Context: an optimization exercise on an open-source flow, tuned for small area. The choices shown serve that exercise and are no tape-out recipe.
No functional check of the RTL was part of this run.
Power figures rest on the tool's default switching activity, not on a simulated workload.

## run.sh

```bash
#!/bin/bash
# synth_recipe.tcl (not shown) runs the flow's synth.tcl, then flattens the netlist and writes it again
# the make line also repeats each setting of config.mk as NAME=value (left out here)
make -C /OpenROAD-flow-scripts/flow DESIGN_CONFIG=/design/flow/config.mk WORK_HOME=/design/flow/orfs CLKGATE_MAP_FILE= SYNTH_SCRIPT=/design/flow/synth_recipe.tcl finish
```

## config.mk

```make
export PLATFORM = sky130hd
export DESIGN_NAME = classifier_top
export DESIGN_NICKNAME = classifier_top
export VERILOG_FILES = /design/flow/design.v
export SDC_FILE = /design/flow/constraint.sdc
export NUM_CORES = 4
export LEC_CHECK = 0
export ABC_AREA = 1
export CAP_MARGIN = 20
export CORE_MARGIN = 2
export CORE_UTILIZATION = 40
export SLEW_MARGIN = 20
```

## constraint.sdc

```tcl
create_clock -name core_clock -period 6.5 [get_ports {clk}]
set_input_delay 1.3000 -clock core_clock [delete_from_list [all_inputs] [get_ports {clk}]]
set_output_delay 1.3000 -clock core_clock [all_outputs]
set_load 0.01 [all_outputs]
```

## design.v

```verilog
module classifier_top (
  input  wire clk,
  input  wire rst_n,
  input  wire signed [3:0]  x_int4,
  input  wire signed [7:0]  w_int8,
  input  wire new_feat,
  input  wire new_class,
  input  wire [2:0] class_id,
  output reg  signed [19:0] acc20,
  output reg  signed [19:0] max_score,
  output reg  [2:0] max_class
);
  wire en = new_feat & ~new_class;
  wire [3:0] xg = x_int4 & {4{en}};
  wire [19:0] ag = acc20 & {20{~new_class}};
  wire [19:0] sum;
  wire pp1 = (xg[0] & w_int8[0]);
  wire pp2 = (xg[0] & w_int8[1]);
  wire pp3 = (xg[0] & w_int8[2]);
  wire pp4 = (xg[0] & w_int8[3]);
  wire pp5 = (xg[0] & w_int8[4]);
  wire pp6 = (xg[0] & w_int8[5]);
  wire pp7 = (xg[0] & w_int8[6]);
  wire pp8 = ~(xg[0] & w_int8[7]);
  wire pp9 = (xg[1] & w_int8[0]);
  wire pp10 = (xg[1] & w_int8[1]);
  wire pp11 = (xg[1] & w_int8[2]);
  wire pp12 = (xg[1] & w_int8[3]);
  wire pp13 = (xg[1] & w_int8[4]);
  wire pp14 = (xg[1] & w_int8[5]);
  wire pp15 = (xg[1] & w_int8[6]);
  wire pp16 = ~(xg[1] & w_int8[7]);
  wire pp17 = (xg[2] & w_int8[0]);
  wire pp18 = (xg[2] & w_int8[1]);
  wire pp19 = (xg[2] & w_int8[2]);
  wire pp20 = (xg[2] & w_int8[3]);
  wire pp21 = (xg[2] & w_int8[4]);
  wire pp22 = (xg[2] & w_int8[5]);
  wire pp23 = (xg[2] & w_int8[6]);
  wire pp24 = ~(xg[2] & w_int8[7]);
  wire pp25 = ~(xg[3] & w_int8[0]);
  wire pp26 = ~(xg[3] & w_int8[1]);
  wire pp27 = ~(xg[3] & w_int8[2]);
  wire pp28 = ~(xg[3] & w_int8[3]);
  wire pp29 = ~(xg[3] & w_int8[4]);
  wire pp30 = ~(xg[3] & w_int8[5]);
  wire pp31 = ~(xg[3] & w_int8[6]);
  wire pp32 = (xg[3] & w_int8[7]);
  wire s33 = ag[0] ^ pp1;
  wire c34 = ag[0] & pp1;
  wire s35 = ag[1] ^ pp2 ^ pp9;
  wire c36 = (ag[1] & pp2) | (ag[1] & pp9) | (pp2 & pp9);
  wire s37 = c34 ^ s35;
  wire c38 = c34 & s35;
  wire s39 = ag[2] ^ pp3 ^ pp10;
  wire c40 = (ag[2] & pp3) | (ag[2] & pp10) | (pp3 & pp10);
  wire s41 = pp17 ^ c36 ^ s39;
  wire c42 = (pp17 & c36) | (pp17 & s39) | (c36 & s39);
  wire s43 = c38 ^ s41;
  wire c44 = c38 & s41;
  wire s45 = 1'b1 ^ ag[3] ^ pp4;
  wire c46 = (1'b1 & ag[3]) | (1'b1 & pp4) | (ag[3] & pp4);
  wire s47 = pp11 ^ pp18 ^ pp25;
  wire c48 = (pp11 & pp18) | (pp11 & pp25) | (pp18 & pp25);
  wire s49 = c40 ^ s45 ^ s47;
  wire c50 = (c40 & s45) | (c40 & s47) | (s45 & s47);
  wire s51 = c42 ^ s49 ^ c44;
  wire c52 = (c42 & s49) | (c42 & c44) | (s49 & c44);
  wire s53 = ag[4] ^ pp5 ^ pp12;
  wire c54 = (ag[4] & pp5) | (ag[4] & pp12) | (pp5 & pp12);
  wire s55 = pp19 ^ pp26 ^ c46;
  wire c56 = (pp19 & pp26) | (pp19 & c46) | (pp26 & c46);
  wire s57 = c48 ^ s53 ^ c50;
  wire c58 = (c48 & s53) | (c48 & c50) | (s53 & c50);
  wire s59 = s55 ^ s57 ^ c52;
  wire c60 = (s55 & s57) | (s55 & c52) | (s57 & c52);
  wire s61 = ag[5] ^ pp6 ^ pp13;
  wire c62 = (ag[5] & pp6) | (ag[5] & pp13) | (pp6 & pp13);
  wire s63 = pp20 ^ pp27 ^ c54;
  wire c64 = (pp20 & pp27) | (pp20 & c54) | (pp27 & c54);
  wire s65 = s61 ^ c56 ^ s63;
  wire c66 = (s61 & c56) | (s61 & s63) | (c56 & s63);
  wire s67 = c58 ^ s65 ^ c60;
  wire c68 = (c58 & s65) | (c58 & c60) | (s65 & c60);
  wire s69 = ag[6] ^ pp7 ^ pp14;
  wire c70 = (ag[6] & pp7) | (ag[6] & pp14) | (pp7 & pp14);
  wire s71 = pp21 ^ pp28 ^ c62;
  wire c72 = (pp21 & pp28) | (pp21 & c62) | (pp28 & c62);
  wire s73 = s69 ^ c64 ^ s71;
  wire c74 = (s69 & c64) | (s69 & s71) | (c64 & s71);
  wire s75 = c66 ^ s73 ^ c68;
  wire c76 = (c66 & s73) | (c66 & c68) | (s73 & c68);
  wire s77 = 1'b1 ^ ag[7] ^ pp8;
  wire c78 = (1'b1 & ag[7]) | (1'b1 & pp8) | (ag[7] & pp8);
  wire s79 = pp15 ^ pp22 ^ pp29;
  wire c80 = (pp15 & pp22) | (pp15 & pp29) | (pp22 & pp29);
  wire s81 = c70 ^ s77 ^ s79;
  wire c82 = (c70 & s77) | (c70 & s79) | (s77 & s79);
  wire s83 = c72 ^ s81 ^ c74;
  wire c84 = (c72 & s81) | (c72 & c74) | (s81 & c74);
  wire s85 = s83 ^ c76;
  wire c86 = s83 & c76;
  wire s87 = ag[8] ^ pp16 ^ pp23;
  wire c88 = (ag[8] & pp16) | (ag[8] & pp23) | (pp16 & pp23);
  wire s89 = pp30 ^ c78 ^ c80;
  wire c90 = (pp30 & c78) | (pp30 & c80) | (c78 & c80);
  wire s91 = s87 ^ c82 ^ s89;
  wire c92 = (s87 & c82) | (s87 & s89) | (c82 & s89);
  wire s93 = s91 ^ c84 ^ c86;
  wire c94 = (s91 & c84) | (s91 & c86) | (c84 & c86);
  wire s95 = ag[9] ^ pp24 ^ pp31;
  wire c96 = (ag[9] & pp24) | (ag[9] & pp31) | (pp24 & pp31);
  wire s97 = c88 ^ s95 ^ c90;
  wire c98 = (c88 & s95) | (c88 & c90) | (s95 & c90);
  wire s99 = c92 ^ s97 ^ c94;
  wire c100 = (c92 & s97) | (c92 & c94) | (s97 & c94);
  wire s101 = ag[10] ^ pp32 ^ c96;
  wire c102 = (ag[10] & pp32) | (ag[10] & c96) | (pp32 & c96);
  wire s103 = s101 ^ c98 ^ c100;
  wire c104 = (s101 & c98) | (s101 & c100) | (c98 & c100);
  wire inc105 = c102 & c104;
  wire dec106 = ~(c102 | c104);
  wire n107 = ag[11] ^ (inc105 | dec106);
  wire n108 = ag[12] ^ ((inc105 & ag[11]) | (dec106 & ~ag[11]));
  wire all1109 = ag[11] & ag[12];
  wire all0110 = ~ag[11] & ~ag[12];
  wire n111 = ag[13] ^ ((inc105 & all1109) | (dec106 & all0110));
  wire all1112 = all1109 & ag[13];
  wire all0113 = all0110 & ~ag[13];
  wire n114 = ag[14] ^ ((inc105 & all1112) | (dec106 & all0113));
  wire all1115 = all1112 & ag[14];
  wire all0116 = all0113 & ~ag[14];
  wire n117 = ag[15] ^ ((inc105 & all1115) | (dec106 & all0116));
  wire all1118 = all1115 & ag[15];
  wire all0119 = all0116 & ~ag[15];
  wire n120 = ag[16] ^ ((inc105 & all1118) | (dec106 & all0119));
  wire all1121 = all1118 & ag[16];
  wire all0122 = all0119 & ~ag[16];
  wire n123 = ag[17] ^ ((inc105 & all1121) | (dec106 & all0122));
  wire all1124 = all1121 & ag[17];
  wire all0125 = all0122 & ~ag[17];
  wire n126 = ag[18] ^ ((inc105 & all1124) | (dec106 & all0125));
  wire all1127 = all1124 & ag[18];
  wire all0128 = all0125 & ~ag[18];
  wire n129 = ag[19] ^ ((inc105 & all1127) | (dec106 & all0128));
  wire all1130 = all1127 & ag[19];
  wire all0131 = all0128 & ~ag[19];
  assign sum[0] = s33;
  assign sum[1] = s37;
  assign sum[2] = s43;
  assign sum[3] = s51;
  assign sum[4] = s59;
  assign sum[5] = s67;
  assign sum[6] = s75;
  assign sum[7] = s85;
  assign sum[8] = s93;
  assign sum[9] = s99;
  assign sum[10] = s103;
  assign sum[11] = n107;
  assign sum[12] = n108;
  assign sum[13] = n111;
  assign sum[14] = n114;
  assign sum[15] = n117;
  assign sum[16] = n120;
  assign sum[17] = n123;
  assign sum[18] = n126;
  assign sum[19] = n129;
  wire [20:0] g;
  assign g[0] = 1'b0;
  genvar k;
  generate
    for (k = 0; k < 19; k = k + 1) begin : cmp
      assign g[k+1] = (acc20[k] & ~max_score[k]) | ((acc20[k] | ~max_score[k]) & g[k]);
    end
  endgenerate
  assign g[20] = (~acc20[19] & max_score[19]) | ((~acc20[19] | max_score[19]) & g[19]);
  wire upd = new_class & g[20];
  always @(posedge clk or negedge rst_n) begin
    if (!rst_n) begin
      acc20     <= 20'd0;
      max_score <= 20'd0;
      max_class <= 3'd0;
    end else begin
      acc20 <= sum;
      if (upd) begin
        max_score <= acc20;
        max_class <= class_id;
      end
    end
  end
endmodule
```

==> summary.txt <==
-- cell type report --
cell class              instances  area [um^2]
fillers                       692         3230
multi-input cells             247         1720
well taps                      99          124
inverters                      82          320
repair buffers                 83          772
clock buffers                   6         72.6
flip-flops and latches         43         1080
clock inverters                 2         12.5
-- stage by stage --
step	power (mW)	setup TNS, ps	setup WS (ps)
floorplan	1.09	-39.9	-39.9
global placement	1.42	-2670	-619
detailed placement	1.45	-3200	-681
CTS	1.63	0	15.9
global route	1.79	-85.5	-85.5
finish	1.62	0	167
-- layout by cell type (no fill, tap or decap), drive strengths merged --
master,netlist,final
or2,1,1
fa,30,30
xnor2,2,2
a21oi,2,2
clkdlybuf4s50,0,51
o22ai,4,4
nand2,109,109
dlymetal6s2s,0,5
nor2,37,37
a22o,2,2
xor2,7,7
clkinvlp,0,1
nand3,29,29
ha,8,8
clkbuf,3,8
buf,5,25
dfrtp,43,43
clkinv,1,2
o21ai,14,14
inv,81,81
nor3,2,2
-- synth_stat cells, types with 3 or more instances --
cell	count	area, um^2
clkbuf_1	3	11.3
inv_1	75	282
nand2_1	106	398
fa_1	30	601
nor2_1	37	139
o22ai_1	4	25.0
o21ai_0	12	60.1
xor2_1	7	61.3
ha_1	8	100
inv_2	6	22.5
dfrtp_1	43	1080
nand3_1	29	145
-- worst max-delay path, delay by kind of cell --
kind / cells / cell delay [ps]
buffers and inverters: 9 / 540
and+or+nand+nor: 9 / 850
adders and majority gates: 12 / 3650
xor gates and xnor gates: 1 / 140
AOI/OAI and AO/OA: 1 / 60
-- cell families after synthesis --
group,count (synthesis),synth area share
AND/OR/NAND/NOR,178,0.238
buffers and inverters,90,0.116
flip-flops,43,0.352
adder cells (fa/ha/maj),38,0.229
AO/OA/AOI/OAI,22,0.0401
XOR/XNOR,9,0.0258
-- registers in the layout (all words and copies together) (netlist names) --
| signal | count |
|---|---|
| acc20 | 20 |
| max_class | 3 |
| max_score | 20 |
-- power groups by stage --
stage | Clock (mW) | Sequential [mW] | Combinational, mW
6_report | 0.166 | 0.495 | 0.959
5_1_grt | 0.184 | 0.515 | 1.09
4_1_cts | 0.171 | 0.497 | 0.959
3_5_place_dp | 0 | 0.502 | 0.948
3_3_place_gp | 0 | 0.499 | 0.925
2_1_floorplan | 0 | 0.526 | 0.560
-- what timing repair did --
item / CTS / global route
setup buffers: 2 / 4
pin swaps: 4 / 17
endpoints found under the setup margin: 5 / 4
resized for setup: 8 / 26
gates cloned: 0 / 0
endpoints found under the hold margin: 0 / 0
-- path summary, 6_finish.rpt --
check	start	endpoint	slack, ps	depth (start not counted)
worst max-delay path	new_class	acc20[19]	170	32
worst min-delay path	acc20[0]	max_score[0]	500	2
worst max register to register	acc20[2]	acc20[19]	1070	28
worst min register to register	acc20[0]	max_score[0]	500	2
max in group asynchronous	rst_n	acc20[5]	4740	1
min in group asynchronous	rst_n	acc20[11]	1140	1
-- per-layer routing --
metal,vias to the layer above,track usage,wire length (um)
met5,-,0,0
met4,0,0.0417,64
met3,7,0.0199,241
met2,61,0.289,3550
met1,1246,0.233,3110
li1,1287,-,-
==> impl_results.md <==
- Status: finished clean
- GR Util All Layers: 0.170
- Worst setup EP type: flop
- Yosys cell types: 24
- Grt ovf: 0
- Avg Cell Area, Syn: 8.05 um^2
- Cells after Synth: 380
- First DRT Iteration DRCs: 91
- Vias in the first global route: ~2,400
- LEAKAGE: 2.13 nW
- Post-route insts no fill: 562
- Yosys warns: 1
- IO buf count: 61
- PwrDens: 395 nW/um^2
- Largest net degree at the start of global routing: 44
- Share of power burned in combinational logic: 0.592
- Syn-to-layout area delta: 34.0%
- Ys flop type: dfrtp_1
- Clk buf depth: 2
- Wire per inst: 12.4 um
- Register bit count reported by yosys: 43
- Mapped Area: slightly above 3000 um^2
- Net switching power figure: 0.698 mW
- Clock Skews: 10.3 ps
- Initial antenna violation count: 0
- # hold bufs at CTS: 0
- Worst Path Max Fanout: 5
- Critical Path AT: 6550 ps
- Placed Area: 3940 um^2
- Crit path time final: 6330 ps
- Num rows: 31
- CTS HTree Levels: 2
- Final net count: 519
- Peak supply drop: 0.000130 V
- Clock transition at path regs: ~80 ps
- # placed instances: 548
- Clock share of power: 0.102
- Slew margin rel.: 0.362
- Worst-skew pair later-pin latency: about 290 ps
- Via count: 2,601
- Layout cells sized above 1: 0.160
- Critical Path Start Type: input pin
- Worst min-delay path class: flop to flop
- Die Y: between 90 and 100 um
- Final ANT Viol Nets: 0
- Final hold violations: 0
- First-pass GRT wire length: 11,400 um
- Syn nets: 437
- Detailed Routing Iterations Pass 1: 5
- Switching share of power: 0.431
- Die X-Extent: about 91 um
- Worst Max-Slew Pin Slew: roughly 960 ps
- CP Class: input pin to flop
- Setup violators final: 0
- DIE AREA: around 8400 um^2
- CTS tree: built
- Design Area, Final: 4100 um^2
- Max Freq: 158 MHz
- CTS Buf Count: 5
- Post-synth EDFFs: 0
- Antenna Cells: 0
- Crit-path slowest cell: fa_1
- Placer Congestion: a little over 0.8
- Most common cell on crit path: fa_2
- Final HPWL DP: between 5000 and 6000 um
- Final slew viol count: 0
- Critical Path RT: 6720 ps
- Hold_ws: 503 ps
- IO Count: 62
- Sequential Power Share: 0.306
- Total Wirelength: roughly 7000 um
- # DRC: 0
- Vias per inst: 4.63
- Root Buffer: clkbuf_8
- Critical path's largest stage delay: 520 ps
- Max Cap Viol: 0
- Core area: 7330 um^2
- FFs w/ async S/R, synth: 1.00
- Pint: approximately 0.92 mW
- RSZ-0062 raised after global routing: true
- Final worst path period share: 0.974
- Starting Density: 0.417
- Sink Count: 43
- Final Util: 0.559
- Post-synthesis sequential area ratio: 0.352

[afterwards: timing with drivers on the ports]
The flow's constraints put no driver on any port. The routed layout listed below was extracted and timed again, unchanged, in two steps.
Step 1 sets driving cells, clkbuf_16 on the clock port and buf_2 on the other inputs (assumed; they add their load-dependent delay and slew).
Step 2 times the ports against the registers' clock, not the clock port: input delays grow and output delays shrink by t, the midpoint of the rising clock arrivals with the driver on.
a / b / c = ideal ports / drivers / drivers and shift; a / b = the first two.
t, ns: 0.316
setup slack, ns: 0.167 / 0.163 / -0.153
hold slack, ns: 0.503 / 0.503 / 0.503
clock arrival spread, ns: 0.011 / 0.010
cell pins on the clock port's net: 1
With both steps, setup timing fails in this run, where it was met with ideal ports. The setup slack of this run moves by -0.004 ns with the drivers and by -0.320 ns with both steps.
